This is an optimization exercise on Yosys and OpenROAD, whose aim is small area and a short achievable clock period, not a production implementation.
The RTL was checked by simulation tests, not by an equivalence proof against the original design.
The clock port is modelled as an ideal driver; clocking choices that lean on that would not hold on a real chip.

## flow/pre_cts.tcl

```tcl
# Before clock tree synthesis: split the clock into branches, one per group
# in flow/clock_groups.tcl. A register goes to the first group whose pattern
# matches its name; the rest go to clk_op. Each branch starts in the middle
# of the core, from the clock port's net, behind its own chain of buffers,
# and clock tree synthesis then builds one tree per branch. The later
# branches clock registers that take a multiply-add result later than the
# operand registers that feed that logic: useful skew between registers
# inside the design.
source [file join [file dirname [info script]] clock_groups.tcl]
set block [ord::get_db_block]
set db [ord::get_db]
set clk_net [[$block findBTerm clk] getNet]
set core [$block getCoreArea]
set cx [expr {([$core xMin] + [$core xMax]) / 2}]
set cy [expr {([$core yMin] + [$core yMax]) / 2}]

proc add_chain {block db from cells name x y} {
  set prev $from
  set i 0
  foreach cell $cells {
    set inst [odb::dbInst_create $block [$db findMaster $cell] ${name}_buf_$i]
    if {$i == [llength $cells] - 1} {
      set net [odb::dbNet_create $block $name]
    } else {
      set net [odb::dbNet_create $block ${name}_$i]
    }
    $net setSigType CLOCK
    [$inst findITerm A] connect $prev
    [$inst findITerm X] connect $net
    $inst setLocation [expr {$x + 4000 * $i}] $y
    $inst setPlacementStatus PLACED
    set prev $net
    incr i
  }
  return $prev
}

# sort the register clock pins into the groups
set pins(clk_op) {}
foreach g $clock_groups { set pins([lindex $g 0]) {} }
foreach inst [$block getInsts] {
  set it [$inst findITerm CLK]
  if {$it eq "NULL" || [$it getNet] ne $clk_net} { continue }
  set grp clk_op
  foreach g $clock_groups {
    if {[regexp [lindex $g 1] [$inst getName]]} { set grp [lindex $g 0]; break }
  }
  $it disconnect
  lappend pins($grp) $it
  if {$grp ne "clk_op"} {
    # the ideal latency set before floorplanning (flow/pre_floorplan.tcl)
    # goes: from here on the clock is the real one
    unset_clock_latency [get_pins -of_objects [get_cells [$inst getName]] -filter "direction == input && is_clock"]
  }
}
set y [expr {$cy - 8000}]
set net [add_chain $block $db $clk_net $op_chain clk_op $cx $y]
foreach it $pins(clk_op) { $it connect $net }
puts "clock branch clk_op: [llength $pins(clk_op)] registers behind $op_chain"
set nets {clk_op}
foreach g $clock_groups {
  lassign $g name re lat chain
  set y [expr {$y + 8000}]
  set net [add_chain $block $db $clk_net $chain $name $cx $y]
  foreach it $pins($name) { $it connect $net }
  lappend nets $name
  puts "clock branch $name: [llength $pins($name)] registers behind $chain"
}
```

## config.mk

```make
export PLATFORM = sky130hd
export DESIGN_NAME = single_kernel
export DESIGN_NICKNAME = single_kernel
export VERILOG_FILES = /design/flow/design.v
export SDC_FILE = /design/flow/constraint.sdc
export NUM_CORES = 8
export LEC_CHECK = 0
export CAP_MARGIN = 20
export CORE_MARGIN = 2
export CORE_UTILIZATION = 58
export SETUP_SLACK_MARGIN = 5
export SLEW_MARGIN = 20
export SYNTH_HIERARCHICAL = 1
export SYNTH_MINIMUM_KEEP_SIZE = 0
```

## flow/clock_groups.tcl

```tcl
# Clock branches: {name pattern ideal-latency-ns {buffer chain}}. A register
# goes to the first group whose pattern matches its name; the others are on
# clk_op, behind op_chain.
set op_chain {sky130_fd_sc_hd__clkbuf_16}
set clock_groups {
  {clk_late_in {inner_pe.pe.sum} 1.45
    {sky130_fd_sc_hd__clkdlybuf4s50_1 sky130_fd_sc_hd__clkdlybuf4s50_1 sky130_fd_sc_hd__clkdlybuf4s25_1 sky130_fd_sc_hd__clkdlybuf4s15_1 sky130_fd_sc_hd__clkbuf_16}}
  {clk_late_edge {edge_pe.pe.(acc_n|o_result)} 0.55
    {sky130_fd_sc_hd__clkdlybuf4s50_1 sky130_fd_sc_hd__clkbuf_4 sky130_fd_sc_hd__clkbuf_16}}
}
```

## flow/run.sh

```bash
#!/bin/bash
# Own layout flow: the standard synthesis and layout, with
#  - each port placed on the die's edge next to the PE it belongs to
#    (flow/pre_io.tcl);
#  - port buffers of a faster cell than the default, the output ones moved
#    next to the registers that drive them (flow/pre_resize.tcl);
#  - hold repair with 0.1 ns of margin, and timing repair aimed at a 4.6 ns
#    period (the clock stays 11 ns), with the later clock branches modelled
#    as ideal latency until clock tree synthesis (flow/pre_floorplan.tcl).
# Each step's full output goes to a log of its own in this folder.
set -euo pipefail
here=$(pwd)
bash standard.sh synth > log_synth.txt 2>&1
bash standard.sh \
  PRE_FLOORPLAN_TCL="$here/flow/pre_floorplan.tcl" \
  PRE_IO_PLACEMENT_TCL="$here/flow/pre_io.tcl" \
  PRE_RESIZE_TCL="$here/flow/pre_resize.tcl" \
  PRE_CTS_TCL="$here/flow/pre_cts.tcl" \
  CTS_ARGS="-sink_clustering_enable -repair_clock_nets -no_insertion_delay -sink_clustering_size 25 -sink_clustering_max_diameter 80 -clk_nets {clk_op clk_late_in clk_late_edge}" \
  BUFFER_PORTS_ARGS="-buffer_cell sky130_fd_sc_hd__buf_2" \
  SETUP_SLACK_MARGIN=6.4 \
  HOLD_SLACK_MARGIN=0.1 \
  finish > log_layout.txt 2>&1
```

## flow/pre_resize.tcl

```tcl
# After global placement: move each output port's buffer next to the cell
# that drives it, so that the long wire to the port at the die's edge is
# driven by the buffer rather than by a register.
set block [ord::get_db_block]
set n 0
foreach bterm [$block getBTerms] {
  if {[$bterm getIoType] ne "OUTPUT"} { continue }
  set net [$bterm getNet]
  if {$net eq "NULL"} { continue }
  set buf ""
  foreach it [$net getITerms] {
    if {[$it isOutputSignal]} { set buf [$it getInst] }
  }
  if {$buf eq ""} { continue }
  set a [$buf findITerm A]
  if {$a eq "NULL" || [$a getNet] eq "NULL"} { continue }
  set drv ""
  foreach it [[$a getNet] getITerms] {
    if {[$it isOutputSignal]} { set drv [$it getInst] }
  }
  if {$drv eq ""} { continue }
  set loc [$drv getLocation]
  $buf setLocation [lindex $loc 0] [lindex $loc 1]
  incr n
}
puts "output port buffers moved next to their drivers: $n"
```

## constraint.sdc

```tcl
create_clock -name core_clock -period 11.0 [get_ports {clk}]
set_input_delay 2.2000 -clock core_clock [delete_from_list [all_inputs] [get_ports {clk}]]
set_output_delay 2.2000 -clock core_clock [all_outputs]
set_load 0.01 [all_outputs]
```

## standard.sh

```bash
#!/bin/bash
# synth_recipe.tcl (not shown) runs the flow's synth.tcl, then flattens the netlist and writes it again
# the make line also repeats each setting of config.mk as NAME=value (left out here)
make -C /OpenROAD-flow-scripts/flow DESIGN_CONFIG=/design/flow/config.mk WORK_HOME=/design/flow/orfs CLKGATE_MAP_FILE= SYNTH_SCRIPT=/design/flow/synth_recipe.tcl "${@:-finish}"
```

## design.v

```verilog
module mac_fa (input a, input b, input c, output s, output co);
  assign s  = a ^ b ^ c;
  assign co = (a & b) | (a & c) | (b & c);
endmodule
module mac_ha (input a, input b, output s, output co);
  assign s  = a ^ b;
  assign co = a & b;
endmodule
module mac_x2 (input a, input b, output y);
  assign y = a ^ b;
endmodule
module mac_mj (input a, input b, input c, output y);
  assign y = (a & b) | (a & c) | (b & c);
endmodule
module mac_ffa (input a, input b, input c, output s, output co);
  wire t;
  mac_x2 ux1 (a, b, t);
  mac_x2 ux2 (t, c, s);
  mac_mj umj (a, b, c, co);
endmodule
module mac_pe_in (
  input             clk,
  input             finish,
  input      [15:0] i_up,
  input      [15:0] i_left,
  output reg [15:0] o_down,
  output reg [15:0] o_right,
  output reg [15:0] o_result
);
  reg  [15:0] sum;        
  wire [15:0] op_u = i_up;
  wire [15:0] op_l = i_left;
  wire [15:0] acc_n = ~(sum & {16{~finish}});
  wire [15:0] pp_n [0:15];
  genvar gi, gj;
  generate for (gi = 0; gi < 16; gi = gi + 1) begin : ppi
    for (gj = 0; gj < 16; gj = gj + 1) begin : ppj
      assign pp_n[gi][gj] = ~(op_u[gi] & op_l[gj]);
    end
  end endgenerate
  wire s1, c2;
  mac_fa us1 (pp_n[0][2], pp_n[1][1], pp_n[2][0], s1, c2);
  wire s3, c4;
  mac_fa us3 (pp_n[0][3], pp_n[1][2], pp_n[2][1], s3, c4);
  wire s5, c6;
  mac_fa us5 (pp_n[3][0], c2, 1'b1, s5, c6);
  wire s7, c8;
  mac_fa us7 (pp_n[0][4], pp_n[1][3], pp_n[2][2], s7, c8);
  wire s9, c10;
  mac_fa us9 (pp_n[3][1], pp_n[4][0], c4, s9, c10);
  wire s11, c12;
  mac_fa us11 (s7, c6, s9, s11, c12);
  wire s13, c14;
  mac_fa us13 (pp_n[0][5], pp_n[1][4], pp_n[2][3], s13, c14);
  wire s15, c16;
  mac_fa us15 (pp_n[3][2], pp_n[4][1], pp_n[5][0], s15, c16);
  wire s17, c18;
  mac_fa us17 (c8, s13, s15, s17, c18);
  wire s19, c20;
  mac_fa us19 (c10, s17, 1'b1, s19, c20);
  wire s21, c22;
  mac_fa us21 (pp_n[0][6], pp_n[1][5], pp_n[2][4], s21, c22);
  wire s23, c24;
  mac_fa us23 (pp_n[3][3], pp_n[4][2], pp_n[5][1], s23, c24);
  wire s25, c26;
  mac_fa us25 (pp_n[6][0], c14, c16, s25, c26);
  wire s27, c28;
  mac_fa us27 (s21, s23, c18, s27, c28);
  wire s29, c30;
  mac_fa us29 (s25, s27, c20, s29, c30);
  wire s31, c32;
  mac_fa us31 (pp_n[0][7], pp_n[1][6], pp_n[2][5], s31, c32);
  wire s33, c34;
  mac_fa us33 (pp_n[3][4], pp_n[4][3], pp_n[5][2], s33, c34);
  wire s35, c36;
  mac_fa us35 (pp_n[6][1], pp_n[7][0], c22, s35, c36);
  wire s37, c38;
  mac_fa us37 (c24, s31, s33, s37, c38);
  wire s39, c40;
  mac_fa us39 (c26, s35, s37, s39, c40);
  wire s41, c42;
  mac_fa us41 (c28, s39, 1'b1, s41, c42);
  wire s43, c44;
  mac_fa us43 (pp_n[0][8], pp_n[1][7], pp_n[2][6], s43, c44);
  wire s45, c46;
  mac_fa us45 (pp_n[3][5], pp_n[4][4], pp_n[5][3], s45, c46);
  wire s47, c48;
  mac_fa us47 (pp_n[6][2], pp_n[7][1], pp_n[8][0], s47, c48);
  wire s49, c50;
  mac_fa us49 (c32, c34, s43, s49, c50);
  wire s51, c52;
  mac_fa us51 (s45, s47, c36, s51, c52);
  wire s53, c54;
  mac_fa us53 (c38, s49, s51, s53, c54);
  wire s55, c56;
  mac_fa us55 (c40, s53, c42, s55, c56);
  wire s57, c58;
  mac_fa us57 (pp_n[0][9], pp_n[1][8], pp_n[2][7], s57, c58);
  wire s59, c60;
  mac_fa us59 (pp_n[3][6], pp_n[4][5], pp_n[5][4], s59, c60);
  wire s61, c62;
  mac_fa us61 (pp_n[6][3], pp_n[7][2], pp_n[8][1], s61, c62);
  wire s63, c64;
  mac_fa us63 (pp_n[9][0], c44, c46, s63, c64);
  wire s65, c66;
  mac_fa us65 (c48, s57, s59, s65, c66);
  wire s67, c68;
  mac_fa us67 (s61, c50, s63, s67, c68);
  wire s69, c70;
  mac_fa us69 (s65, c52, s67, s69, c70);
  wire s71, c72;
  mac_fa us71 (c54, s69, acc_n[1], s71, c72);
  wire s73, c74;
  mac_fa us73 (pp_n[0][10], pp_n[1][9], pp_n[2][8], s73, c74);
  wire s75, c76;
  mac_fa us75 (pp_n[3][7], pp_n[4][6], pp_n[5][5], s75, c76);
  wire s77, c78;
  mac_fa us77 (pp_n[6][4], pp_n[7][3], pp_n[8][2], s77, c78);
  wire s79, c80;
  mac_fa us79 (pp_n[9][1], pp_n[10][0], c58, s79, c80);
  wire s81, c82;
  mac_fa us81 (c60, c62, s73, s81, c82);
  wire s83, c84;
  mac_fa us83 (s75, s77, c64, s83, c84);
  wire s85, c86;
  mac_fa us85 (s79, c66, s81, s85, c86);
  wire s87, c88;
  mac_fa us87 (c68, s83, s85, s87, c88);
  wire s89, c90;
  mac_fa us89 (c70, s87, acc_n[2], s89, c90);
  wire s91, c92;
  mac_fa us91 (pp_n[0][11], pp_n[1][10], pp_n[2][9], s91, c92);
  wire s93, c94;
  mac_fa us93 (pp_n[3][8], pp_n[4][7], pp_n[5][6], s93, c94);
  wire s95, c96;
  mac_fa us95 (pp_n[6][5], pp_n[7][4], pp_n[8][3], s95, c96);
  wire s97, c98;
  mac_fa us97 (pp_n[9][2], pp_n[10][1], pp_n[11][0], s97, c98);
  wire s99, c100;
  mac_fa us99 (c74, c76, c78, s99, c100);
  wire s101, c102;
  mac_fa us101 (s91, s93, s95, s101, c102);
  wire s103, c104;
  mac_fa us103 (s97, c80, c82, s103, c104);
  wire s105, c106;
  mac_fa us105 (s99, s101, c84, s105, c106);
  wire s107, c108;
  mac_fa us107 (s103, c86, s105, s107, c108);
  wire s109, c110;
  mac_fa us109 (c88, s107, acc_n[3], s109, c110);
  wire s111, c112;
  mac_fa us111 (pp_n[0][12], pp_n[1][11], pp_n[2][10], s111, c112);
  wire s113, c114;
  mac_fa us113 (pp_n[3][9], pp_n[4][8], pp_n[5][7], s113, c114);
  wire s115, c116;
  mac_fa us115 (pp_n[6][6], pp_n[7][5], pp_n[8][4], s115, c116);
  wire s117, c118;
  mac_fa us117 (pp_n[9][3], pp_n[10][2], pp_n[11][1], s117, c118);
  wire s119, c120;
  mac_fa us119 (pp_n[12][0], c92, c94, s119, c120);
  wire s121, c122;
  mac_fa us121 (c96, c98, s111, s121, c122);
  wire s123, c124;
  mac_fa us123 (s113, s115, s117, s123, c124);
  wire s125, c126;
  mac_fa us125 (c100, s119, c102, s125, c126);
  wire s127, c128;
  mac_fa us127 (s121, s123, c104, s127, c128);
  wire s129, c130;
  mac_fa us129 (s125, c106, s127, s129, c130);
  wire s131, c132;
  mac_fa us131 (c108, acc_n[4], s129, s131, c132);
  wire s133, c134;
  mac_fa us133 (pp_n[0][13], pp_n[1][12], pp_n[2][11], s133, c134);
  wire s135, c136;
  mac_fa us135 (pp_n[3][10], pp_n[4][9], pp_n[5][8], s135, c136);
  wire s137, c138;
  mac_fa us137 (pp_n[6][7], pp_n[7][6], pp_n[8][5], s137, c138);
  wire s139, c140;
  mac_fa us139 (pp_n[9][4], pp_n[10][3], pp_n[11][2], s139, c140);
  wire s141, c142;
  mac_fa us141 (pp_n[12][1], pp_n[13][0], c112, s141, c142);
  wire s143, c144;
  mac_fa us143 (c114, c116, c118, s143, c144);
  wire s145, c146;
  mac_fa us145 (s133, s135, s137, s145, c146);
  wire s147, c148;
  mac_fa us147 (s139, c120, c122, s147, c148);
  wire s149, c150;
  mac_fa us149 (s141, c124, s143, s149, c150);
  wire s151, c152;
  mac_fa us151 (s145, c126, s147, s151, c152);
  wire s153, c154;
  mac_fa us153 (s149, c128, s151, s153, c154);
  wire s155, c156;
  mac_fa us155 (c130, acc_n[5], s153, s155, c156);
  wire s157, c158;
  mac_fa us157 (pp_n[0][14], pp_n[1][13], pp_n[2][12], s157, c158);
  wire s159, c160;
  mac_fa us159 (pp_n[3][11], pp_n[4][10], pp_n[5][9], s159, c160);
  wire s161, c162;
  mac_fa us161 (pp_n[6][8], pp_n[7][7], pp_n[8][6], s161, c162);
  wire s163, c164;
  mac_fa us163 (pp_n[9][5], pp_n[10][4], pp_n[11][3], s163, c164);
  wire s165, c166;
  mac_fa us165 (pp_n[12][2], pp_n[13][1], pp_n[14][0], s165, c166);
  wire s167, c168;
  mac_fa us167 (c134, c136, c138, s167, c168);
  wire s169, c170;
  mac_fa us169 (c140, s157, s159, s169, c170);
  wire s171, c172;
  mac_fa us171 (s161, s163, s165, s171, c172);
  wire s173, c174;
  mac_fa us173 (c142, c144, c146, s173, c174);
  wire s175, c176;
  mac_fa us175 (s167, s169, s171, s175, c176);
  wire s177, c178;
  mac_fa us177 (c148, c150, s173, s177, c178);
  wire s179, c180;
  mac_fa us179 (s175, c152, s177, s179, c180);
  wire s181, c182;
  mac_fa us181 (acc_n[6], c154, s179, s181, c182);
  wire s183, c184;
  mac_fa us183 (pp_n[0][15], pp_n[1][14], pp_n[2][13], s183, c184);
  wire s185, c186;
  mac_fa us185 (pp_n[3][12], pp_n[4][11], pp_n[5][10], s185, c186);
  wire s187, c188;
  mac_fa us187 (pp_n[6][9], pp_n[7][8], pp_n[8][7], s187, c188);
  wire s189, c190;
  mac_fa us189 (pp_n[9][6], pp_n[10][5], pp_n[11][4], s189, c190);
  wire s191, c192;
  mac_fa us191 (pp_n[12][3], pp_n[13][2], pp_n[14][1], s191, c192);
  wire s193, c194;
  mac_fa us193 (pp_n[15][0], c158, c160, s193, c194);
  wire s195, c196;
  mac_fa us195 (c162, c164, c166, s195, c196);
  wire s197, c198;
  mac_fa us197 (s183, s185, s187, s197, c198);
  wire s199, c200;
  mac_fa us199 (s189, s191, c168, s199, c200);
  wire s201, c202;
  mac_fa us201 (c170, s193, c172, s201, c202);
  wire s203, c204;
  mac_fa us203 (s195, s197, c174, s203, c204);
  wire s205, c206;
  mac_fa us205 (s199, c176, s201, s205, c206);
  wire s207, c208;
  mac_fa us207 (c178, s203, s205, s207, c208);
  wire s209, c210;
  mac_fa us209 (acc_n[7], c180, s207, s209, c210);
  wire s211, c212;
  mac_fa us211 (pp_n[1][15], pp_n[2][14], pp_n[3][13], s211, c212);
  wire s213, c214;
  mac_fa us213 (pp_n[4][12], pp_n[5][11], pp_n[6][10], s213, c214);
  wire s215, c216;
  mac_fa us215 (pp_n[7][9], pp_n[8][8], pp_n[9][7], s215, c216);
  wire s217, c218;
  mac_fa us217 (pp_n[10][6], pp_n[11][5], pp_n[12][4], s217, c218);
  wire s219, c220;
  mac_fa us219 (pp_n[13][3], pp_n[14][2], pp_n[15][1], s219, c220);
  wire s221, c222;
  mac_fa us221 (c184, c186, c188, s221, c222);
  wire s223, c224;
  mac_fa us223 (c190, c192, s211, s223, c224);
  wire s225, c226;
  mac_fa us225 (s213, s215, s217, s225, c226);
  wire s227, c228;
  mac_fa us227 (s219, c194, c196, s227, c228);
  wire s229, c230;
  mac_fa us229 (c198, s221, s223, s229, c230);
  wire s231, c232;
  mac_fa us231 (s225, c200, s227, s231, c232);
  wire s233, c234;
  mac_fa us233 (c202, s229, c204, s233, c234);
  wire s235, c236;
  mac_fa us235 (s231, c206, s233, s235, c236);
  wire s237, c238;
  mac_fa us237 (acc_n[8], c208, s235, s237, c238);
  wire s239, c240;
  mac_fa us239 (pp_n[2][15], pp_n[3][14], pp_n[4][13], s239, c240);
  wire s241, c242;
  mac_fa us241 (pp_n[5][12], pp_n[6][11], pp_n[7][10], s241, c242);
  wire s243, c244;
  mac_fa us243 (pp_n[8][9], pp_n[9][8], pp_n[10][7], s243, c244);
  wire s245, c246;
  mac_fa us245 (pp_n[11][6], pp_n[12][5], pp_n[13][4], s245, c246);
  wire s247, c248;
  mac_fa us247 (pp_n[14][3], pp_n[15][2], c212, s247, c248);
  wire s249, c250;
  mac_fa us249 (c214, c216, c218, s249, c250);
  wire s251, c252;
  mac_fa us251 (c220, s239, s241, s251, c252);
  wire s253, c254;
  mac_fa us253 (s243, s245, c222, s253, c254);
  wire s255, c256;
  mac_fa us255 (c224, s247, c226, s255, c256);
  wire s257, c258;
  mac_fa us257 (s249, s251, c228, s257, c258);
  wire s259, c260;
  mac_fa us259 (s253, c230, s255, s259, c260);
  wire s261, c262;
  mac_fa us261 (c232, s257, s259, s261, c262);
  wire s263, c264;
  mac_fa us263 (c234, acc_n[9], s261, s263, c264);
  wire s265, c266;
  mac_fa us265 (c236, s263, 1'b1, s265, c266);
  wire s267, c268;
  mac_fa us267 (pp_n[3][15], pp_n[4][14], pp_n[5][13], s267, c268);
  wire s269, c270;
  mac_fa us269 (pp_n[6][12], pp_n[7][11], pp_n[8][10], s269, c270);
  wire s271, c272;
  mac_fa us271 (pp_n[9][9], pp_n[10][8], pp_n[11][7], s271, c272);
  wire s273, c274;
  mac_fa us273 (pp_n[12][6], pp_n[13][5], pp_n[14][4], s273, c274);
  wire s275, c276;
  mac_fa us275 (pp_n[15][3], c240, c242, s275, c276);
  wire s277, c278;
  mac_fa us277 (c244, c246, s267, s277, c278);
  wire s279, c280;
  mac_fa us279 (s269, s271, s273, s279, c280);
  wire s281, c282;
  mac_fa us281 (c248, c250, c252, s281, c282);
  wire s283, c284;
  mac_fa us283 (s275, s277, s279, s283, c284);
  wire s285, c286;
  mac_fa us285 (c254, c256, s281, s285, c286);
  wire s287, c288;
  mac_fa us287 (s283, c258, c260, s287, c288);
  wire s289, c290;
  mac_fa us289 (s285, acc_n[10], c262, s289, c290);
  wire s291, c292;
  mac_fa us291 (s287, s289, c264, s291, c292);
  wire s293, c294;
  mac_fa us293 (pp_n[4][15], pp_n[5][14], pp_n[6][13], s293, c294);
  wire s295, c296;
  mac_fa us295 (pp_n[7][12], pp_n[8][11], pp_n[9][10], s295, c296);
  wire s297, c298;
  mac_fa us297 (pp_n[10][9], pp_n[11][8], pp_n[12][7], s297, c298);
  wire s299, c300;
  mac_fa us299 (pp_n[13][6], pp_n[14][5], pp_n[15][4], s299, c300);
  wire s301, c302;
  mac_fa us301 (c268, c270, c272, s301, c302);
  wire s303, c304;
  mac_fa us303 (c274, s293, s295, s303, c304);
  wire s305, c306;
  mac_fa us305 (s297, s299, c276, s305, c306);
  wire s307, c308;
  mac_fa us307 (c278, c280, s301, s307, c308);
  wire s309, c310;
  mac_fa us309 (s303, c282, s305, s309, c310);
  wire s311, c312;
  mac_fa us311 (c284, s307, c286, s311, c312);
  wire s313, c314;
  mac_fa us313 (s309, c288, acc_n[11], s313, c314);
  wire s315, c316;
  mac_fa us315 (s311, c290, s313, s315, c316);
  wire s317, c318;
  mac_fa us317 (pp_n[5][15], pp_n[6][14], pp_n[7][13], s317, c318);
  wire s319, c320;
  mac_fa us319 (pp_n[8][12], pp_n[9][11], pp_n[10][10], s319, c320);
  wire s321, c322;
  mac_fa us321 (pp_n[11][9], pp_n[12][8], pp_n[13][7], s321, c322);
  wire s323, c324;
  mac_fa us323 (pp_n[14][6], pp_n[15][5], c294, s323, c324);
  wire s325, c326;
  mac_fa us325 (c296, c298, c300, s325, c326);
  wire s327, c328;
  mac_fa us327 (s317, s319, s321, s327, c328);
  wire s329, c330;
  mac_fa us329 (c302, s323, c304, s329, c330);
  wire s331, c332;
  mac_fa us331 (s325, s327, c306, s331, c332);
  wire s333, c334;
  mac_fa us333 (c308, s329, s331, s333, c334);
  wire s335, c336;
  mac_fa us335 (c310, c312, s333, s335, c336);
  wire s337, c338;
  mac_fa us337 (acc_n[12], c314, s335, s337, c338);
  wire s339, c340;
  mac_fa us339 (pp_n[6][15], pp_n[7][14], pp_n[8][13], s339, c340);
  wire s341, c342;
  mac_fa us341 (pp_n[9][12], pp_n[10][11], pp_n[11][10], s341, c342);
  wire s343, c344;
  mac_fa us343 (pp_n[12][9], pp_n[13][8], pp_n[14][7], s343, c344);
  wire s345, c346;
  mac_fa us345 (pp_n[15][6], c318, c320, s345, c346);
  wire s347, c348;
  mac_fa us347 (c322, s339, s341, s347, c348);
  wire s349, c350;
  mac_fa us349 (s343, c324, c326, s349, c350);
  wire s351, c352;
  mac_fa us351 (s345, c328, s347, s351, c352);
  wire s353, c354;
  mac_fa us353 (c330, s349, s351, s353, c354);
  wire s355, c356;
  mac_fa us355 (c332, s353, c334, s355, c356);
  wire s357, c358;
  mac_fa us357 (acc_n[13], s355, c336, s357, c358);
  wire s359, c360;
  mac_fa us359 (pp_n[7][15], pp_n[8][14], pp_n[9][13], s359, c360);
  wire s361, c362;
  mac_fa us361 (pp_n[10][12], pp_n[11][11], pp_n[12][10], s361, c362);
  wire s363, c364;
  mac_fa us363 (pp_n[13][9], pp_n[14][8], pp_n[15][7], s363, c364);
  wire s365, c366;
  mac_fa us365 (c340, c342, c344, s365, c366);
  wire s367, c368;
  mac_fa us367 (s359, s361, s363, s367, c368);
  wire s369, c370;
  mac_fa us369 (c346, c348, s365, s369, c370);
  wire s371, c372;
  mac_fa us371 (s367, c350, c352, s371, c372);
  wire s373, c374;
  mac_fa us373 (s369, c354, s371, s373, c374);
  wire s375, c376;
  mac_fa us375 (acc_n[14], s373, c356, s375, c376);
  wire s377, c378;
  mac_fa us377 (pp_n[8][15], pp_n[9][14], pp_n[10][13], s377, c378);
  wire s379, c380;
  mac_fa us379 (pp_n[11][12], pp_n[12][11], pp_n[13][10], s379, c380);
  wire s381, c382;
  mac_fa us381 (pp_n[14][9], pp_n[15][8], c360, s381, c382);
  wire s383, c384;
  mac_fa us383 (c362, c364, s377, s383, c384);
  wire s385, c386;
  mac_fa us385 (s379, c366, s381, s385, c386);
  wire s387, c388;
  mac_fa us387 (c368, s383, c370, s387, c388);
  wire s389, c390;
  mac_fa us389 (s385, c372, s387, s389, c390);
  wire s391, c392;
  mac_fa us391 (acc_n[15], c374, s389, s391, c392);
  wire [23:0] row_x_n = {s391, s375, c338, c316, c292, s291, c238, c210, c182, c156, c132, c110, c90, c72, c56, acc_n[0], c30, s29, c12, s11, s3, s1, pp_n[0][1], pp_n[0][0]};
  wire [23:0] row_y_n = {c376, c358, s357, s337, s315, c266, s265, s237, s209, s181, s155, s131, s109, s89, s71, s55, s41, 1'b1, s19, 1'b1, s5, 1'b1, pp_n[1][0], 1'b1};
  wire [23:0] tot_n = row_x_n + row_y_n + 1'b1;
  always @(posedge clk) begin
    o_down   <= i_up;
    o_right  <= i_left;
    o_result <= finish ? sum : o_result;
    sum      <= ~tot_n[23:8];
  end
endmodule
module mac_pe_edge #(
  parameter COPY_U = 0,    
  parameter COPY_L = 0     
) (
  input             clk,
  input             finish,
  input      [15:0] i_up,
  input      [15:0] i_left,
  output reg [15:0] o_down,
  output reg [15:0] o_right,
  output reg [15:0] o_result
);
  reg  [15:0] acc_n;      
  wire [15:0] op_u, op_l;
  generate
    if (COPY_U) begin : cu
      reg [15:0] u_copy;
      always @(posedge clk) u_copy <= i_up;
      assign op_u = u_copy;
    end else begin : nu
      assign op_u = o_down;
    end
    if (COPY_L) begin : cl
      reg [15:0] l_copy;
      always @(posedge clk) l_copy <= i_left;
      assign op_l = l_copy;
    end else begin : nl
      assign op_l = o_right;
    end
  endgenerate
  wire [15:0] pp_n [0:15];
  genvar gi, gj;
  generate for (gi = 0; gi < 16; gi = gi + 1) begin : ppi
    for (gj = 0; gj < 16; gj = gj + 1) begin : ppj
      assign pp_n[gi][gj] = ~(op_u[gi] & op_l[gj]);
    end
  end endgenerate
  wire s1, c2;
  mac_fa us1 (pp_n[0][2], pp_n[1][1], pp_n[2][0], s1, c2);
  wire s3, c4;
  mac_fa us3 (pp_n[0][3], pp_n[1][2], pp_n[2][1], s3, c4);
  wire s5, c6;
  mac_fa us5 (pp_n[3][0], c2, 1'b1, s5, c6);
  wire s7, c8;
  mac_fa us7 (pp_n[0][4], pp_n[1][3], pp_n[2][2], s7, c8);
  wire s9, c10;
  mac_fa us9 (pp_n[3][1], pp_n[4][0], c4, s9, c10);
  wire s11, c12;
  mac_ffa us11 (s7, c6, s9, s11, c12);
  wire s13, c14;
  mac_fa us13 (pp_n[0][5], pp_n[1][4], pp_n[2][3], s13, c14);
  wire s15, c16;
  mac_fa us15 (pp_n[3][2], pp_n[4][1], pp_n[5][0], s15, c16);
  wire s17, c18;
  mac_ffa us17 (c8, s13, s15, s17, c18);
  wire s19, c20;
  mac_fa us19 (c10, s17, 1'b1, s19, c20);
  wire s21, c22;
  mac_fa us21 (pp_n[0][6], pp_n[1][5], pp_n[2][4], s21, c22);
  wire s23, c24;
  mac_fa us23 (pp_n[3][3], pp_n[4][2], pp_n[5][1], s23, c24);
  wire s25, c26;
  mac_fa us25 (pp_n[6][0], c14, c16, s25, c26);
  wire s27, c28;
  mac_ffa us27 (s21, s23, c18, s27, c28);
  wire s29, c30;
  mac_fa us29 (s25, s27, 1'b1, s29, c30);
  wire s31, c32;
  mac_fa us31 (pp_n[0][7], pp_n[1][6], pp_n[2][5], s31, c32);
  wire s33, c34;
  mac_fa us33 (pp_n[3][4], pp_n[4][3], pp_n[5][2], s33, c34);
  wire s35, c36;
  mac_fa us35 (pp_n[6][1], pp_n[7][0], c22, s35, c36);
  wire s37, c38;
  mac_ffa us37 (c24, s31, s33, s37, c38);
  wire s39, c40;
  mac_ffa us39 (c26, s35, s37, s39, c40);
  wire s41, c42;
  mac_fa us41 (c28, s39, 1'b1, s41, c42);
  wire s43, c44;
  mac_fa us43 (pp_n[0][8], pp_n[1][7], pp_n[2][6], s43, c44);
  wire s45, c46;
  mac_fa us45 (pp_n[3][5], pp_n[4][4], pp_n[5][3], s45, c46);
  wire s47, c48;
  mac_fa us47 (pp_n[6][2], pp_n[7][1], pp_n[8][0], s47, c48);
  wire s49, c50;
  mac_ffa us49 (c32, c34, s43, s49, c50);
  wire s51, c52;
  mac_ffa us51 (s45, s47, acc_n[0], s51, c52);
  wire s53, c54;
  mac_ffa us53 (c36, s49, c38, s53, c54);
  wire s55, c56;
  mac_ffa us55 (s51, s53, c40, s55, c56);
  wire s57, c58;
  mac_fa us57 (pp_n[0][9], pp_n[1][8], pp_n[2][7], s57, c58);
  wire s59, c60;
  mac_fa us59 (pp_n[3][6], pp_n[4][5], pp_n[5][4], s59, c60);
  wire s61, c62;
  mac_fa us61 (pp_n[6][3], pp_n[7][2], pp_n[8][1], s61, c62);
  wire s63, c64;
  mac_fa us63 (pp_n[9][0], c44, c46, s63, c64);
  wire s65, c66;
  mac_ffa us65 (c48, s57, s59, s65, c66);
  wire s67, c68;
  mac_ffa us67 (s61, acc_n[1], c50, s67, c68);
  wire s69, c70;
  mac_ffa us69 (s65, s63, c52, s69, c70);
  wire s71, c72;
  mac_ffa us71 (s67, c54, s69, s71, c72);
  wire s73, c74;
  mac_fa us73 (pp_n[0][10], pp_n[1][9], pp_n[2][8], s73, c74);
  wire s75, c76;
  mac_fa us75 (pp_n[3][7], pp_n[4][6], pp_n[5][5], s75, c76);
  wire s77, c78;
  mac_fa us77 (pp_n[6][4], pp_n[7][3], pp_n[8][2], s77, c78);
  wire s79, c80;
  mac_fa us79 (pp_n[9][1], pp_n[10][0], c58, s79, c80);
  wire s81, c82;
  mac_ffa us81 (c60, c62, s73, s81, c82);
  wire s83, c84;
  mac_ffa us83 (s75, s77, acc_n[2], s83, c84);
  wire s85, c86;
  mac_ffa us85 (s81, c64, c66, s85, c86);
  wire s87, c88;
  mac_ffa us87 (s79, s83, c68, s87, c88);
  wire s89, c90;
  mac_ffa us89 (s85, c70, s87, s89, c90);
  wire s91, c92;
  mac_fa us91 (pp_n[0][11], pp_n[1][10], pp_n[2][9], s91, c92);
  wire s93, c94;
  mac_fa us93 (pp_n[3][8], pp_n[4][7], pp_n[5][6], s93, c94);
  wire s95, c96;
  mac_fa us95 (pp_n[6][5], pp_n[7][4], pp_n[8][3], s95, c96);
  wire s97, c98;
  mac_fa us97 (pp_n[9][2], pp_n[10][1], pp_n[11][0], s97, c98);
  wire s99, c100;
  mac_fa us99 (c74, c76, c78, s99, c100);
  wire s101, c102;
  mac_ffa us101 (s91, s93, s95, s101, c102);
  wire s103, c104;
  mac_ffa us103 (s97, acc_n[3], c80, s103, c104);
  wire s105, c106;
  mac_ffa us105 (c82, s101, s99, s105, c106);
  wire s107, c108;
  mac_ffa us107 (c84, s103, c86, s107, c108);
  wire s109, c110;
  mac_ffa us109 (s105, c88, s107, s109, c110);
  wire s111, c112;
  mac_fa us111 (pp_n[0][12], pp_n[1][11], pp_n[2][10], s111, c112);
  wire s113, c114;
  mac_fa us113 (pp_n[3][9], pp_n[4][8], pp_n[5][7], s113, c114);
  wire s115, c116;
  mac_fa us115 (pp_n[6][6], pp_n[7][5], pp_n[8][4], s115, c116);
  wire s117, c118;
  mac_fa us117 (pp_n[9][3], pp_n[10][2], pp_n[11][1], s117, c118);
  wire s119, c120;
  mac_fa us119 (pp_n[12][0], c92, c94, s119, c120);
  wire s121, c122;
  mac_ffa us121 (c96, c98, s111, s121, c122);
  wire s123, c124;
  mac_ffa us123 (s113, s115, s117, s123, c124);
  wire s125, c126;
  mac_ffa us125 (acc_n[4], s121, c102, s125, c126);
  wire s127, c128;
  mac_ffa us127 (c100, s123, s119, s127, c128);
  wire s129, c130;
  mac_ffa us129 (c104, s125, c106, s129, c130);
  wire s131, c132;
  mac_ffa us131 (s127, c108, s129, s131, c132);
  wire s133, c134;
  mac_fa us133 (pp_n[0][13], pp_n[1][12], pp_n[2][11], s133, c134);
  wire s135, c136;
  mac_fa us135 (pp_n[3][10], pp_n[4][9], pp_n[5][8], s135, c136);
  wire s137, c138;
  mac_fa us137 (pp_n[6][7], pp_n[7][6], pp_n[8][5], s137, c138);
  wire s139, c140;
  mac_fa us139 (pp_n[9][4], pp_n[10][3], pp_n[11][2], s139, c140);
  wire s141, c142;
  mac_fa us141 (pp_n[12][1], pp_n[13][0], c112, s141, c142);
  wire s143, c144;
  mac_fa us143 (c114, c116, c118, s143, c144);
  wire s145, c146;
  mac_ffa us145 (s133, s135, s137, s145, c146);
  wire s147, c148;
  mac_ffa us147 (s139, acc_n[5], c120, s147, c148);
  wire s149, c150;
  mac_ffa us149 (c122, c124, s141, s149, c150);
  wire s151, c152;
  mac_ffa us151 (s145, s143, s147, s151, c152);
  wire s153, c154;
  mac_ffa us153 (c126, s149, c128, s153, c154);
  wire s155, c156;
  mac_ffa us155 (s151, c130, s153, s155, c156);
  wire s157, c158;
  mac_fa us157 (pp_n[0][14], pp_n[1][13], pp_n[2][12], s157, c158);
  wire s159, c160;
  mac_fa us159 (pp_n[3][11], pp_n[4][10], pp_n[5][9], s159, c160);
  wire s161, c162;
  mac_fa us161 (pp_n[6][8], pp_n[7][7], pp_n[8][6], s161, c162);
  wire s163, c164;
  mac_fa us163 (pp_n[9][5], pp_n[10][4], pp_n[11][3], s163, c164);
  wire s165, c166;
  mac_fa us165 (pp_n[12][2], pp_n[13][1], pp_n[14][0], s165, c166);
  wire s167, c168;
  mac_fa us167 (c134, c136, c138, s167, c168);
  wire s169, c170;
  mac_ffa us169 (c140, s157, s159, s169, c170);
  wire s171, c172;
  mac_ffa us171 (s161, s163, s165, s171, c172);
  wire s173, c174;
  mac_ffa us173 (acc_n[6], c142, c146, s173, c174);
  wire s175, c176;
  mac_ffa us175 (c144, s169, s171, s175, c176);
  wire s177, c178;
  mac_ffa us177 (s167, c148, s173, s177, c178);
  wire s179, c180;
  mac_ffa us179 (c150, s175, c152, s179, c180);
  wire s181, c182;
  mac_ffa us181 (s177, c154, s179, s181, c182);
  wire s183, c184;
  mac_fa us183 (pp_n[0][15], pp_n[1][14], pp_n[2][13], s183, c184);
  wire s185, c186;
  mac_fa us185 (pp_n[3][12], pp_n[4][11], pp_n[5][10], s185, c186);
  wire s187, c188;
  mac_fa us187 (pp_n[6][9], pp_n[7][8], pp_n[8][7], s187, c188);
  wire s189, c190;
  mac_fa us189 (pp_n[9][6], pp_n[10][5], pp_n[11][4], s189, c190);
  wire s191, c192;
  mac_fa us191 (pp_n[12][3], pp_n[13][2], pp_n[14][1], s191, c192);
  wire s193, c194;
  mac_fa us193 (pp_n[15][0], c158, c160, s193, c194);
  wire s195, c196;
  mac_fa us195 (c162, c164, c166, s195, c196);
  wire s197, c198;
  mac_ffa us197 (s183, s185, s187, s197, c198);
  wire s199, c200;
  mac_ffa us199 (s189, s191, acc_n[7], s199, c200);
  wire s201, c202;
  mac_ffa us201 (c170, c172, c168, s201, c202);
  wire s203, c204;
  mac_ffa us203 (s197, s199, s193, s203, c204);
  wire s205, c206;
  mac_ffa us205 (s195, c174, c176, s205, c206);
  wire s207, c208;
  mac_ffa us207 (s201, s203, c178, s207, c208);
  wire s209, c210;
  mac_ffa us209 (s205, s207, c180, s209, c210);
  wire s211, c212;
  mac_fa us211 (pp_n[1][15], pp_n[2][14], pp_n[3][13], s211, c212);
  wire s213, c214;
  mac_fa us213 (pp_n[4][12], pp_n[5][11], pp_n[6][10], s213, c214);
  wire s215, c216;
  mac_fa us215 (pp_n[7][9], pp_n[8][8], pp_n[9][7], s215, c216);
  wire s217, c218;
  mac_fa us217 (pp_n[10][6], pp_n[11][5], pp_n[12][4], s217, c218);
  wire s219, c220;
  mac_fa us219 (pp_n[13][3], pp_n[14][2], pp_n[15][1], s219, c220);
  wire s221, c222;
  mac_fa us221 (c184, c186, c188, s221, c222);
  wire s223, c224;
  mac_ffa us223 (c190, c192, s211, s223, c224);
  wire s225, c226;
  mac_ffa us225 (s213, s215, s217, s225, c226);
  wire s227, c228;
  mac_ffa us227 (s219, acc_n[8], s223, s227, c228);
  wire s229, c230;
  mac_ffa us229 (c194, c198, c196, s229, c230);
  wire s231, c232;
  mac_ffa us231 (s225, s221, c200, s231, c232);
  wire s233, c234;
  mac_ffa us233 (s227, c202, s229, s233, c234);
  wire s235, c236;
  mac_ffa us235 (c204, s231, c206, s235, c236);
  wire s237, c238;
  mac_ffa us237 (s233, s235, c208, s237, c238);
  wire s239, c240;
  mac_fa us239 (pp_n[2][15], pp_n[3][14], pp_n[4][13], s239, c240);
  wire s241, c242;
  mac_fa us241 (pp_n[5][12], pp_n[6][11], pp_n[7][10], s241, c242);
  wire s243, c244;
  mac_fa us243 (pp_n[8][9], pp_n[9][8], pp_n[10][7], s243, c244);
  wire s245, c246;
  mac_fa us245 (pp_n[11][6], pp_n[12][5], pp_n[13][4], s245, c246);
  wire s247, c248;
  mac_fa us247 (pp_n[14][3], pp_n[15][2], c212, s247, c248);
  wire s249, c250;
  mac_fa us249 (c214, c216, c218, s249, c250);
  wire s251, c252;
  mac_ffa us251 (c220, s239, s241, s251, c252);
  wire s253, c254;
  mac_ffa us253 (s243, s245, acc_n[9], s253, c254);
  wire s255, c256;
  mac_ffa us255 (c224, c226, c222, s255, c256);
  wire s257, c258;
  mac_ffa us257 (s247, s251, s253, s257, c258);
  wire s259, c260;
  mac_ffa us259 (s249, c228, c230, s259, c260);
  wire s261, c262;
  mac_ffa us261 (s255, s257, c232, s261, c262);
  wire s263, c264;
  mac_ffa us263 (s259, c234, s261, s263, c264);
  wire s265, c266;
  mac_fa us265 (c236, s263, 1'b1, s265, c266);
  wire s267, c268;
  mac_fa us267 (pp_n[3][15], pp_n[4][14], pp_n[5][13], s267, c268);
  wire s269, c270;
  mac_fa us269 (pp_n[6][12], pp_n[7][11], pp_n[8][10], s269, c270);
  wire s271, c272;
  mac_fa us271 (pp_n[9][9], pp_n[10][8], pp_n[11][7], s271, c272);
  wire s273, c274;
  mac_fa us273 (pp_n[12][6], pp_n[13][5], pp_n[14][4], s273, c274);
  wire s275, c276;
  mac_fa us275 (pp_n[15][3], c240, c242, s275, c276);
  wire s277, c278;
  mac_ffa us277 (c244, c246, s267, s277, c278);
  wire s279, c280;
  mac_ffa us279 (s269, s271, s273, s279, c280);
  wire s281, c282;
  mac_ffa us281 (acc_n[10], c248, s277, s281, c282);
  wire s283, c284;
  mac_ffa us283 (c252, c250, s279, s283, c284);
  wire s285, c286;
  mac_ffa us285 (s275, c254, c256, s285, c286);
  wire s287, c288;
  mac_ffa us287 (s281, c258, s283, s287, c288);
  wire s289, c290;
  mac_ffa us289 (s285, c260, s287, s289, c290);
  wire s291, c292;
  mac_ffa us291 (c262, s289, c264, s291, c292);
  wire s293, c294;
  mac_fa us293 (pp_n[4][15], pp_n[5][14], pp_n[6][13], s293, c294);
  wire s295, c296;
  mac_fa us295 (pp_n[7][12], pp_n[8][11], pp_n[9][10], s295, c296);
  wire s297, c298;
  mac_fa us297 (pp_n[10][9], pp_n[11][8], pp_n[12][7], s297, c298);
  wire s299, c300;
  mac_fa us299 (pp_n[13][6], pp_n[14][5], pp_n[15][4], s299, c300);
  wire s301, c302;
  mac_fa us301 (c268, c270, c272, s301, c302);
  wire s303, c304;
  mac_ffa us303 (c274, s293, s295, s303, c304);
  wire s305, c306;
  mac_ffa us305 (s297, s299, acc_n[11], s305, c306);
  wire s307, c308;
  mac_ffa us307 (c276, c278, c280, s307, c308);
  wire s309, c310;
  mac_ffa us309 (s303, s305, s301, s309, c310);
  wire s311, c312;
  mac_ffa us311 (c282, c284, s307, s311, c312);
  wire s313, c314;
  mac_ffa us313 (s309, c286, c288, s313, c314);
  wire s315, c316;
  mac_ffa us315 (s311, s313, c290, s315, c316);
  wire s317, c318;
  mac_fa us317 (pp_n[5][15], pp_n[6][14], pp_n[7][13], s317, c318);
  wire s319, c320;
  mac_fa us319 (pp_n[8][12], pp_n[9][11], pp_n[10][10], s319, c320);
  wire s321, c322;
  mac_fa us321 (pp_n[11][9], pp_n[12][8], pp_n[13][7], s321, c322);
  wire s323, c324;
  mac_fa us323 (pp_n[14][6], pp_n[15][5], c294, s323, c324);
  wire s325, c326;
  mac_fa us325 (c296, c298, c300, s325, c326);
  wire s327, c328;
  mac_ffa us327 (s317, s319, s321, s327, c328);
  wire s329, c330;
  mac_ffa us329 (acc_n[12], c304, c302, s329, c330);
  wire s331, c332;
  mac_ffa us331 (s323, s327, s325, s331, c332);
  wire s333, c334;
  mac_ffa us333 (c306, c308, s329, s333, c334);
  wire s335, c336;
  mac_ffa us335 (c310, s331, c312, s335, c336);
  wire s337, c338;
  mac_ffa us337 (s333, s335, c314, s337, c338);
  wire s339, c340;
  mac_fa us339 (pp_n[6][15], pp_n[7][14], pp_n[8][13], s339, c340);
  wire s341, c342;
  mac_fa us341 (pp_n[9][12], pp_n[10][11], pp_n[11][10], s341, c342);
  wire s343, c344;
  mac_fa us343 (pp_n[12][9], pp_n[13][8], pp_n[14][7], s343, c344);
  wire s345, c346;
  mac_fa us345 (pp_n[15][6], c318, c320, s345, c346);
  wire s347, c348;
  mac_ffa us347 (c322, s339, s341, s347, c348);
  wire s349, c350;
  mac_ffa us349 (s343, acc_n[13], c324, s349, c350);
  wire s351, c352;
  mac_ffa us351 (c328, c326, s347, s351, c352);
  wire s353, c354;
  mac_ffa us353 (s345, s349, c330, s353, c354);
  wire s355, c356;
  mac_ffa us355 (s351, c332, s353, s355, c356);
  wire s357, c358;
  mac_ffa us357 (c334, s355, c336, s357, c358);
  wire s359, c360;
  mac_fa us359 (pp_n[7][15], pp_n[8][14], pp_n[9][13], s359, c360);
  wire s361, c362;
  mac_fa us361 (pp_n[10][12], pp_n[11][11], pp_n[12][10], s361, c362);
  wire s363, c364;
  mac_fa us363 (pp_n[13][9], pp_n[14][8], pp_n[15][7], s363, c364);
  wire s365, c366;
  mac_fa us365 (c340, c342, c344, s365, c366);
  wire s367, c368;
  mac_ffa us367 (s359, s361, s363, s367, c368);
  wire s369, c370;
  mac_ffa us369 (acc_n[14], c346, c348, s369, c370);
  wire s371, c372;
  mac_ffa us371 (s367, s365, c350, s371, c372);
  wire s373, c374;
  mac_ffa us373 (s369, c352, s371, s373, c374);
  wire s375, c376;
  mac_ffa us375 (c354, s373, c356, s375, c376);
  wire s377, c378;
  mac_fa us377 (pp_n[8][15], pp_n[9][14], pp_n[10][13], s377, c378);
  wire s379, c380;
  mac_fa us379 (pp_n[11][12], pp_n[12][11], pp_n[13][10], s379, c380);
  wire s381, c382;
  mac_fa us381 (pp_n[14][9], pp_n[15][8], c360, s381, c382);
  wire s383, c384;
  mac_ffa us383 (c362, c364, s377, s383, c384);
  wire s385, c386;
  mac_ffa us385 (s379, acc_n[15], s383, s385, c386);
  wire s387, c388;
  mac_ffa us387 (c368, c366, s381, s387, c388);
  wire s389, c390;
  mac_ffa us389 (s385, c370, s387, s389, c390);
  wire s391, c392;
  mac_ffa us391 (c372, s389, c374, s391, c392);
  wire [23:0] row_x_n = {s391, s375, s357, s337, s315, s291, c238, c210, c182, c156, c132, c110, c90, c72, c56, s55, c30, c20, c12, s11, s3, s1, pp_n[0][1], pp_n[0][0]};
  wire [23:0] row_y_n = {c376, c358, c338, c316, c292, c266, s265, s237, s209, s181, s155, s131, s109, s89, s71, c42, s41, s29, s19, 1'b1, s5, 1'b1, pp_n[1][0], 1'b1};
  wire [23:0] tot_n = row_x_n + row_y_n + 1'b1;
  always @(posedge clk) begin
    o_down   <= i_up;
    o_right  <= i_left;
    o_result <= finish ? ~tot_n[23:8] : o_result;
    acc_n    <= finish ? 16'hffff : tot_n[23:8];
  end
endmodule
module single_kernel #(
  parameter SIZE = 8,
  parameter DATA_WIDTH = 16
) (
  input clk,
  input [SIZE*SIZE-1:0] finish,
  input [SIZE*DATA_WIDTH-1:0] in_up,
  input [SIZE*DATA_WIDTH-1:0] in_left,
  output [SIZE*DATA_WIDTH-1:0] pass_down,
  output [SIZE*DATA_WIDTH-1:0] pass_right,
  output [SIZE*SIZE*DATA_WIDTH-1:0] out_matrix,
  output [SIZE*DATA_WIDTH-1:0] out_diagonal
);
  wire [SIZE*SIZE*16-1:0] d, r;
  genvar i, j;
  generate
    for (i = 0; i < SIZE; i = i + 1) begin : row
      for (j = 0; j < SIZE; j = j + 1) begin : col
        if (i == SIZE-1 || j == SIZE-1) begin : edge_pe
          mac_pe_edge #(.COPY_U(i == 0), .COPY_L(j == 0)) pe (
            .clk     (clk),
            .finish  (finish[i*SIZE + j]),
            .i_up    (i == SIZE-1 ? in_up  [16*j +: 16] : d[16*((i+1)*SIZE + j) +: 16]),
            .i_left  (j == SIZE-1 ? in_left[16*i +: 16] : r[16*(i*SIZE + j + 1) +: 16]),
            .o_down  (d[16*(i*SIZE + j) +: 16]),
            .o_right (r[16*(i*SIZE + j) +: 16]),
            .o_result(out_matrix[16*(i*SIZE + j) +: 16]));
        end else begin : inner_pe
          mac_pe_in pe (
            .clk     (clk),
            .finish  (finish[i*SIZE + j]),
            .i_up    (d[16*((i+1)*SIZE + j) +: 16]),
            .i_left  (r[16*(i*SIZE + j + 1) +: 16]),
            .o_down  (d[16*(i*SIZE + j) +: 16]),
            .o_right (r[16*(i*SIZE + j) +: 16]),
            .o_result(out_matrix[16*(i*SIZE + j) +: 16]));
        end
      end
      assign pass_down   [16*i +: 16] = d[16*i +: 16];
      assign pass_right  [16*i +: 16] = r[16*(i*SIZE) +: 16];
      assign out_diagonal[16*i +: 16] = out_matrix[16*(i*SIZE + i) +: 16];
    end
  endgenerate
endmodule
```

## flow/pre_floorplan.tcl

```tcl
# Before the first timing repair: model the later clock branches that
# flow/pre_cts.tcl builds as ideal clock latency on their registers, so that
# repairs before clock tree synthesis see the paths as they will be. Clock
# tree synthesis replaces it with the real, propagated clock.
source [file join [file dirname [info script]] clock_groups.tcl]
set late 0
foreach inst [[ord::get_db_block] getInsts] {
  foreach g $clock_groups {
    if {[regexp [lindex $g 1] [$inst getName]]} {
      set_clock_latency [lindex $g 2] [get_pins -of_objects [get_cells [$inst getName]] -filter "direction == input && is_clock"]
      incr late
      break
    }
  }
}
puts "ideal clock latency on $late register clock pins"
```

## flow/pre_io.tcl

```tcl
namespace eval pio {
  set die [[ord::get_db_block] getDieArea]
  set dw [expr {[$die xMax] / 1000.0}]
  set dh [expr {[$die yMax] / 1000.0}]
  set n 8
  set m 10.0   ;# keep clear of the corners (um)
}

proc pio::span {lo hi len} {
  return "[format %.1f $lo]-[format %.1f $hi]"
}

# x range of column c and y range of row r, in um
proc pio::colx {c} {
  variable dw; variable n; variable m
  set w [expr {($dw - 2*$m) / $n}]
  set i [expr {$n - 1 - $c}]
  return [list [expr {$m + $i*$w}] [expr {$m + ($i+1)*$w}]]
}
proc pio::rowy {r} {
  variable dh; variable n; variable m
  set h [expr {($dh - 2*$m) / $n}]
  return [list [expr {$m + $r*$h}] [expr {$m + ($r+1)*$h}]]
}

proc pio::lane {bus k} {
  set l {}
  for {set b 0} {$b < 16} {incr b} { lappend l "$bus\[[expr {16*$k + $b}]\]" }
  return $l
}

set n $pio::n
for {set k 0} {$k < $n} {incr k} {
  lassign [pio::colx $k] x0 x1
  lassign [pio::rowy $k] y0 y1
  set_io_pin_constraint -pin_names [pio::lane in_up $k] -region "top:[pio::span $x0 $x1 0]"
  set_io_pin_constraint -pin_names [pio::lane pass_down $k] -region "bottom:[pio::span $x0 $x1 0]"
  set_io_pin_constraint -pin_names [pio::lane in_left $k] -region "left:[pio::span $y0 $y1 0]"
  set_io_pin_constraint -pin_names [pio::lane pass_right $k] -region "right:[pio::span $y0 $y1 0]"
}
for {set r 0} {$r < $n} {incr r} {
  for {set c 0} {$c < $n} {incr c} {
    set p [expr {$n*$r + $c}]
    set pins [pio::lane out_matrix $p]
    if {$r == $c} { set pins [concat $pins [pio::lane out_diagonal $r]] }
    lappend pins "finish\[$p\]"
    # distances to the edges, in PEs
    set d [list [list top [expr {$n - 1 - $r}]] [list bottom $r] [list left [expr {$n - 1 - $c}]] [list right $c]]
    set best [lindex [lsort -integer -index 1 $d] 0]
    set edge [lindex $best 0]
    if {$edge eq "top" || $edge eq "bottom"} {
      lassign [pio::colx $c] a0 a1
    } else {
      lassign [pio::rowy $r] a0 a1
    }
    set_io_pin_constraint -pin_names $pins -region "$edge:[pio::span $a0 $a1 0]"
  }
}
puts "pin regions set for the 8x8 array"
```

==> run notes, run 1 <==
----------------------------------------------------
[Outcome]
  Result of the run ... timing/DRC/antenna clean

[STA]
  Max-slew violation count ... 0
  Aggregate negative setup slack ... 0 ps
  Unrepaired setup endpoints after global routing ... yes
  Minimum clock period after layout ... roughly 4600 ps
  Relative slew slack ... between 20% and 30%
  Worst-case clock skew ... between 1500 and 2000 ps
  Worst-Margin Slew ... around 1200 ps
  Worst hold slack after final layout ... approximately 60 ps
  Share of the clock period used by the worst path after layout ... between 40% and 50%
  Achievable Freq ... 0.217 GHz
  Count of final setup violators ... 0
  Final critical-path setup slack ... about 6400 ps
  Hold Violations, Final ... 0

[Global routing]
  Met2 layer usage reported by global route ... 57.6%
  Pin count of the biggest net entering global routing ... 38
  Global-route wire length before repair ... ~2400000 um
  GRT Resource Usage Total ... between 30% and 40%
  Initial antenna violation count ... 58
  Vias in the first global route ... a little under 400k
  M1 GR Usage ... between 40 and 50%
  Most heavily used metal layer in global routing ... met2
  M3 GR Usage ... under 10%
  Final global-route overflow total ... 0

[Floorplanning]
  I/O pin cnt ... between 1.5k and 2k
  Die area ... ~850000 um^2
  Row count ... about 340
  Starting utilization of the core area ... roughly 58%
  Die outline width ... just over 900 um
  Core region area ... about 840000 um^2
  Die height ... between 900 and 1000 um

[Critical path]
  Kind of cell adding the most delay to the critical path ... adder cells
  R2r worst-path depth ... 12
  Cell with the largest stage delay on the worst path ... sky130_fd_sc_hd__xor2_1
  CP Data Arrival Time ... slightly below 6000 ps
  Setup slack on the worst flop-to-flop path ... between 6000 and 7000 ps
  Critical path type ... reg2reg
  Critical path capture point type ... flip-flop
  Number of buffers and inverters on the critical path ... 1
  Required arrival time at the worst endpoint ... ~12000 ps
  Critical Path, Cell by Cell ... buf_12 > nand2_1 > fa_1 > fa_1 > xor2_1 > xor2_1 > fa_1 > ha_1 > a21oi_1 > o21ai_0 > nor2_1 > xor2_1
  CP startpoint kind ... flip-flop
  Crit path max fanout ... 17
  Worst stage delay on the critical path ... between 900 and 1000 ps
  Stages on the worst setup path ... 12

[Placed design]
  Worst slack after detailed placement ... a little under 6000 ps
  Final Wtd Congestion ... approximately 0.95
  Detailed placement HPWL ... about 1100000 um
  # port buffers ... 1728

[Clocking]
  CTS tree ... yes
  Clock latency on the worst-skew pair ... around 2700 ps
  Clk sinks ... a little over 4k
  Clock transition at path regs ... approximately 70 ps

[Cells and area]
  Final layout net count ... ~60k
  Most common cell after layout, fill and taps aside ... sky130_fd_sc_hd__nand2_1
  Area added between synthesis and finish ... 9.76%
  Share of the core filled with cells ... 63.8%
  Layout cell share with drive strength beyond 1 ... 14.3%
  Commonest cells after routing, fill and taps aside ... sky130_fd_sc_hd__nand2_1, sky130_fd_sc_hd__fa_1, sky130_fd_sc_hd__xor2_1
  Fill cells ... slightly below 70k

[Detailed routing]
  Residual DRC ... 0
  Average wire length per cell after detail routing ... roughly 28 um
  Number of detailed-route iterations in the first pass ... 9
  Avg Vias per Cell ... 6.13
  Number of DRC violations after detailed-routing iteration 0 ... approximately 32k
  Vias ... between 300k and 400k
  Routed Antenna Nets ... 0
  Total Wirelength ... ~1600000 um

[Worst hold path]
  Path class of the lowest-slack min-delay path ... reg2reg
  Hold Path Depth ... 6

[Logic synthesis]
  Average instance area after synthesis ... between 10 and 15 um^2
  Yosys warning total ... 10
  Post-synthesis instance area ... 489000 um^2
  Cells after Synth ... between 40k and 50k

[Job]
  Number of maximum-capacitance violations ... 0

----------------------------------------------------
path summary, 6_finish.rpt:
check / from / endpoint
setup / recovery: row[4].col[7].edge_pe.pe.o_right[6]$_DFF_P_ / row[4].col[7].edge_pe.pe.o_result[0]$_DFFE_PP_
hold / removal: row[6].col[1].inner_pe.pe.o_right[0]$_DFF_P_ / row[6].col[0].inner_pe.pe.sum[0]$_DFF_P_
setup reg to reg: row[4].col[7].edge_pe.pe.o_right[6]$_DFF_P_ / row[4].col[7].edge_pe.pe.o_result[0]$_DFFE_PP_
hold reg to reg: row[6].col[1].inner_pe.pe.o_right[0]$_DFF_P_ / row[6].col[0].inner_pe.pe.sum[0]$_DFF_P_
layout make-up, without the clock buffers:
cell class	instances	area [um^2]	area share [%]
Tap cell	11187	14000	2.61
Multi-Input combinational cell	39433	385000	71.7
Antenna cell	51	128	0.0238
Timing Repair Buffer	2952	23600	4.39
Sequential cell	4096	95400	17.8
Clock inverter	361	5270	0.981
Buffer	9	133	0.0247
Inverter	271	1020	0.189
layer usage:
layer  part of all wire, %  vias up  routed length, um
li1                      -   147845                  -
met1                    36   188140             587000
met2                    46    20604             739000
met3                    10     4531             164000
met4                   8.2       32             134000
met5                 0.016        -                267
through the flow:
stage                     area (um^2)  std cells
after CTS                      527000      58287
after floorplan                490000      47067
after detailed placement       503000      57118
after global placement         503000      57118
after global routing           537000      58860
final                          537000      58880
timing repair:
item / CTS / global route
buffers inserted: 23 / 397
setup endpoints to repair: 313 / 243
pin swaps: 24 / 241
gates resized for setup: 1409 / 1482
hold endpoints to repair: 255 / 50
gates cloned: 6 / 109
hold buffers: 250 / 36
tightest hold or removal path, stage by stage, from the launching register on:
cell and delay (ps):
sky130_fd_sc_hd__dfxtp_2 450, sky130_fd_sc_hd__nand2_1 150, sky130_fd_sc_hd__fa_1 220, sky130_fd_sc_hd__fa_1 190, sky130_fd_sc_hd__ha_1 190, sky130_fd_sc_hd__nor2_1 70
sky130_fd_sc_hd__xor2_1 120
registers in the layout, summed over array words and instances (netlist names):
signal and cells:
row.col.edge_pe.pe.cu.u_copy 16, row.col.inner_pe.pe.sum 784, row.col.edge_pe.pe.o_right 224, row.col.inner_pe.pe.o_down 784
row.col.edge_pe.pe.o_down 224, row.col.edge_pe.pe.o_result 240, row.col.edge_pe.pe.cl.l_copy 16, row.col.edge_pe.pe.acc_n 240
row.col.inner_pe.pe.o_right 784, row.col.inner_pe.pe.o_result 784
==> run 2, diff against run 1 <==
==> flow/clock_groups.tcl (replaced) <==
# Clock branches: {name pattern ideal-latency-ns {buffer chain}}. A register
# goes to the first group whose pattern matches its name; the others are on
# clk_op, behind op_chain.
set op_chain {sky130_fd_sc_hd__clkbuf_16}
set clock_groups {
  {clk_late_in {inner_pe.pe.sum} 1.45
    {sky130_fd_sc_hd__clkdlybuf4s50_1 sky130_fd_sc_hd__clkdlybuf4s50_1 sky130_fd_sc_hd__clkdlybuf4s25_1 sky130_fd_sc_hd__clkdlybuf4s15_1 sky130_fd_sc_hd__clkbuf_16}}
  {clk_late_edge {edge_pe.pe.(acc_n|o_result)} 0.65
    {sky130_fd_sc_hd__clkdlybuf4s50_1 sky130_fd_sc_hd__clkbuf_4 sky130_fd_sc_hd__clkbuf_4 sky130_fd_sc_hd__clkbuf_16}}
}
==> run notes, run 2 <==
----------------------------------------------------
[STA]
  Worst-Margin Slew ... between 1000 and 1500 ps
  Minimum clock period after layout ... between 4000 and 5000 ps
  Worst hold slack after final layout ... roughly 56 ps
  Achievable Freq ... roughly 0.22 GHz
  Unrepaired setup endpoints after global routing ... yes
  Hold Violations, Final ... 0
  Aggregate negative setup slack ... 0 ps
  Share of the clock period used by the worst path after layout ... 41.7%
  Count of final setup violators ... 0
  Relative slew slack ... between 20% and 30%
  Worst-case clock skew ... between 1000 and 1500 ps
  Max-slew violation count ... 0

[Critical path]
  Critical path type ... reg2reg
  Crit path max fanout ... 27
  Required arrival time at the worst endpoint ... ~12000 ps
  Start of the worst register-to-register path ... row[7].col[4].edge_pe.pe.o_down[11]$_DFF_P_
  CP startpoint kind ... flip-flop
  Worst setup path startpoint ... row[7].col[4].edge_pe.pe.o_down[11]$_DFF_P_
  Critical path capture point type ... flip-flop
  CP Data Arrival Time ... 6080 ps

[Placed design]
  Final Wtd Congestion ... approximately 0.95
  # port buffers ... roughly 1.7k
  Number of placed instances with taps included ... between 50k and 60k
  Placed Area ... 503000 um^2
  Detailed placement HPWL ... 1130000 um

[Cells and area]
  Layout cell share with drive strength beyond 1 ... between 10 and 15%
  Final layout net count ... between 50k and 60k
  Share of the core filled with cells ... between 60 and 70%
  Area added between synthesis and finish ... 9.01%
  Fill cells ... just under 70k
  Most common cell after layout, fill and taps aside ... sky130_fd_sc_hd__nand2_1
  Commonest cells after routing, fill and taps aside ... sky130_fd_sc_hd__nand2_1, sky130_fd_sc_hd__fa_1, sky130_fd_sc_hd__xor2_1
  Post-route design area ... around 530000 um^2
  Final cell count without fillers ... ~59k

[Outcome]
  Result of the run ... timing/DRC/antenna clean

[Global routing]
  Final global-route overflow total ... 0
  Global-route wire length before repair ... between 2000000 and 2500000 um
  Vias in the first global route ... 393k
  Pin count of the biggest net entering global routing ... 38
  Initial antenna violation count ... 58
  GRT Resource Usage Total ... a little under two fifths

[Floorplanning]
  I/O pin cnt ... 1729
  Starting utilization of the core area ... between 50 and 60%
  Die height ... approximately 900 um
  Core region area ... ~840000 um^2
  Die area ... 851000 um^2
  Row count ... 337
  Die outline width ... roughly 920 um

[Worst hold path]
  Hold path startpoint ... row[5].col[1].inner_pe.pe.o_down[0]$_DFF_P_
  Path class of the lowest-slack min-delay path ... reg2reg

[Detailed routing]
  Routed Antenna Nets ... 0
  Residual DRC ... 0
  Number of detailed-route iterations in the first pass ... 9
  Avg Vias per Cell ... around 6.1
  Number of DRC violations after detailed-routing iteration 0 ... roughly 32k
  Average wire length per cell after detail routing ... ~27 um
  Vias ... approximately 360k
  Total Wirelength ... 1600000 um

[Clocking]
  CTS tree ... yes
  Clock latency on the worst-skew pair ... 2640 ps
  Clk sinks ... slightly above 4k
  Clock transition at path regs ... roughly 90 ps

[Job]
  Number of maximum-capacitance violations ... 0

[Logic synthesis]
  Yosys warning total ... 10
  Cells after Synth ... 46.9k
  Post-synthesis instance area ... between 400000 and 500000 um^2
  Average instance area after synthesis ... 10.4 um^2

----------------------------------------------------
==> run 2: cell count changes in the layout (fill, tap and decap cells not counted), moves of 11 or more <==
| cell | previous run | this run |
|---|---|---|
| sky130_fd_sc_hd__buf_6 | 37 | 59 |
| sky130_fd_sc_hd__buf_8 | 21 | 32 |
| sky130_fd_sc_hd__dfxtp_4 | 532 | 406 |
| sky130_fd_sc_hd__fa_1 | 10997 | 11023 |
| sky130_fd_sc_hd__dfxtp_1 | 1615 | 1694 |
| sky130_fd_sc_hd__xor2_2 | 52 | 32 |
| sky130_fd_sc_hd__clkbuf_16 | 604 | 556 |
| sky130_fd_sc_hd__buf_12 | 212 | 159 |
| sky130_fd_sc_hd__xor2_1 | 3347 | 3367 |
| sky130_fd_sc_hd__clkinv_8 | 65 | 85 |
| sky130_fd_sc_hd__buf_4 | 549 | 392 |
| sky130_fd_sc_hd__buf_2 | 1728 | 1690 |
| sky130_fd_sc_hd__fa_2 | 32 | 6 |
| sky130_fd_sc_hd__dfxtp_2 | 925 | 972 |
==> run 2: per-layer routing <==
metal / track usage (%) / vias up / wire (um)
li1: - / 147216 / -
met1: 45.9 / 187410 / 580000
met2: 57.5 / 20157 / 729000
met3: 9.18 / 4318 / 162000
met4: 24.3 / 12 / 125000
met5: 0 / - / 69
==> run 2: repair_timing <==
action,4_1_cts,5_1_grt
gates resized for setup,1202,1415
cloned,3,70
setup buffers,14,194
pin swaps,19,155
hold endpoints to repair,249,49
hold buffers,232,46
setup endpoints to repair,277,315
==> run 2: through the flow <==
stage	setup WS [ps]
floorplan	6670
global placement	5940
detailed placement	6030
CTS	6300
global route	6180
finish	6410
==> run 2: worst paths after layout <==
| check | end | slack, ps | cells after the start |
|---|---|---|---|
| worst min-delay path | row[4].col[1].inner_pe.pe.sum[6]$_DFF_P_ | 60 | 5 |
| worst min register to register | row[4].col[1].inner_pe.pe.sum[6]$_DFF_P_ | 60 | 5 |
| worst max register to register | row[7].col[4].edge_pe.pe.o_result[15]$_DFFE_PP_ | 6410 | 17 |
| worst max-delay path | row[7].col[4].edge_pe.pe.o_result[15]$_DFFE_PP_ | 6410 | 17 |
==> run 2: layout make-up, without the clock buffers <==
class	count	area, um^2	area share (%)
clock inverter	370	5650	1.06
antenna	49	123	0.0230
buffer	10	140	0.0263
inverter	271	1020	0.191
tap	11187	14000	2.62
timing repair buffer	2696	20500	3.85
multi-input combinational	39433	385000	72.1
sequential	4096	95000	17.8
==> run 2: critical path: stages (launching register included) <==
cell and delay [ps]:
sky130_fd_sc_hd__dfxtp_1 330, sky130_fd_sc_hd__buf_6 310, sky130_fd_sc_hd__nand2_1 140, sky130_fd_sc_hd__fa_1 420, sky130_fd_sc_hd__fa_1 470, sky130_fd_sc_hd__maj3_2 350, sky130_fd_sc_hd__maj3_2 350, sky130_fd_sc_hd__xor2_1 200
sky130_fd_sc_hd__xor2_1 300, sky130_fd_sc_hd__xor2_1 230, sky130_fd_sc_hd__xor2_1 370, sky130_fd_sc_hd__ha_4 300, sky130_fd_sc_hd__a21oi_1 180, sky130_fd_sc_hd__o21ai_1 100, sky130_fd_sc_hd__a21o_1 170, sky130_fd_sc_hd__a221o_1 330
sky130_fd_sc_hd__a41oi_2 220, sky130_fd_sc_hd__xnor2_1 80

afterwards: timing with drivers on the ports:
In the flow no input, the clock included, has a driving cell. The finished layouts below were timed again as built, in two steps.
Step 1: set_driving_cell puts a clkbuf_16 on clk and a buf_2 on each other input, an assumption about the parent block.
Step 2, shift: input delay + t, output delay - t, t = (earliest + latest rising clock arrival at the registers) / 2. This alone moves slack from input paths to output paths.
Three values: no drivers, after step 1, after step 2; two values: the first two.
run	t (ns)	setup WS [ns]	clock arrival spread, ns	worst slew at a driven data input, ns	pins driven straight from the clock port
run 1	2.082	6.388 / 6.327 / 5.800	1.540 / 1.535	0.39	3
run 2	2.068	6.410 / 6.291 / 5.719	1.544 / 1.538	0.40	3
In run 1 and run 2 the clock reaches the registers at very different times; t lies between them, and the last value is a rough guide only. The setup slack of run 2, which loses most, moves by -0.119 ns with the drivers and by -0.691 ns with both steps.
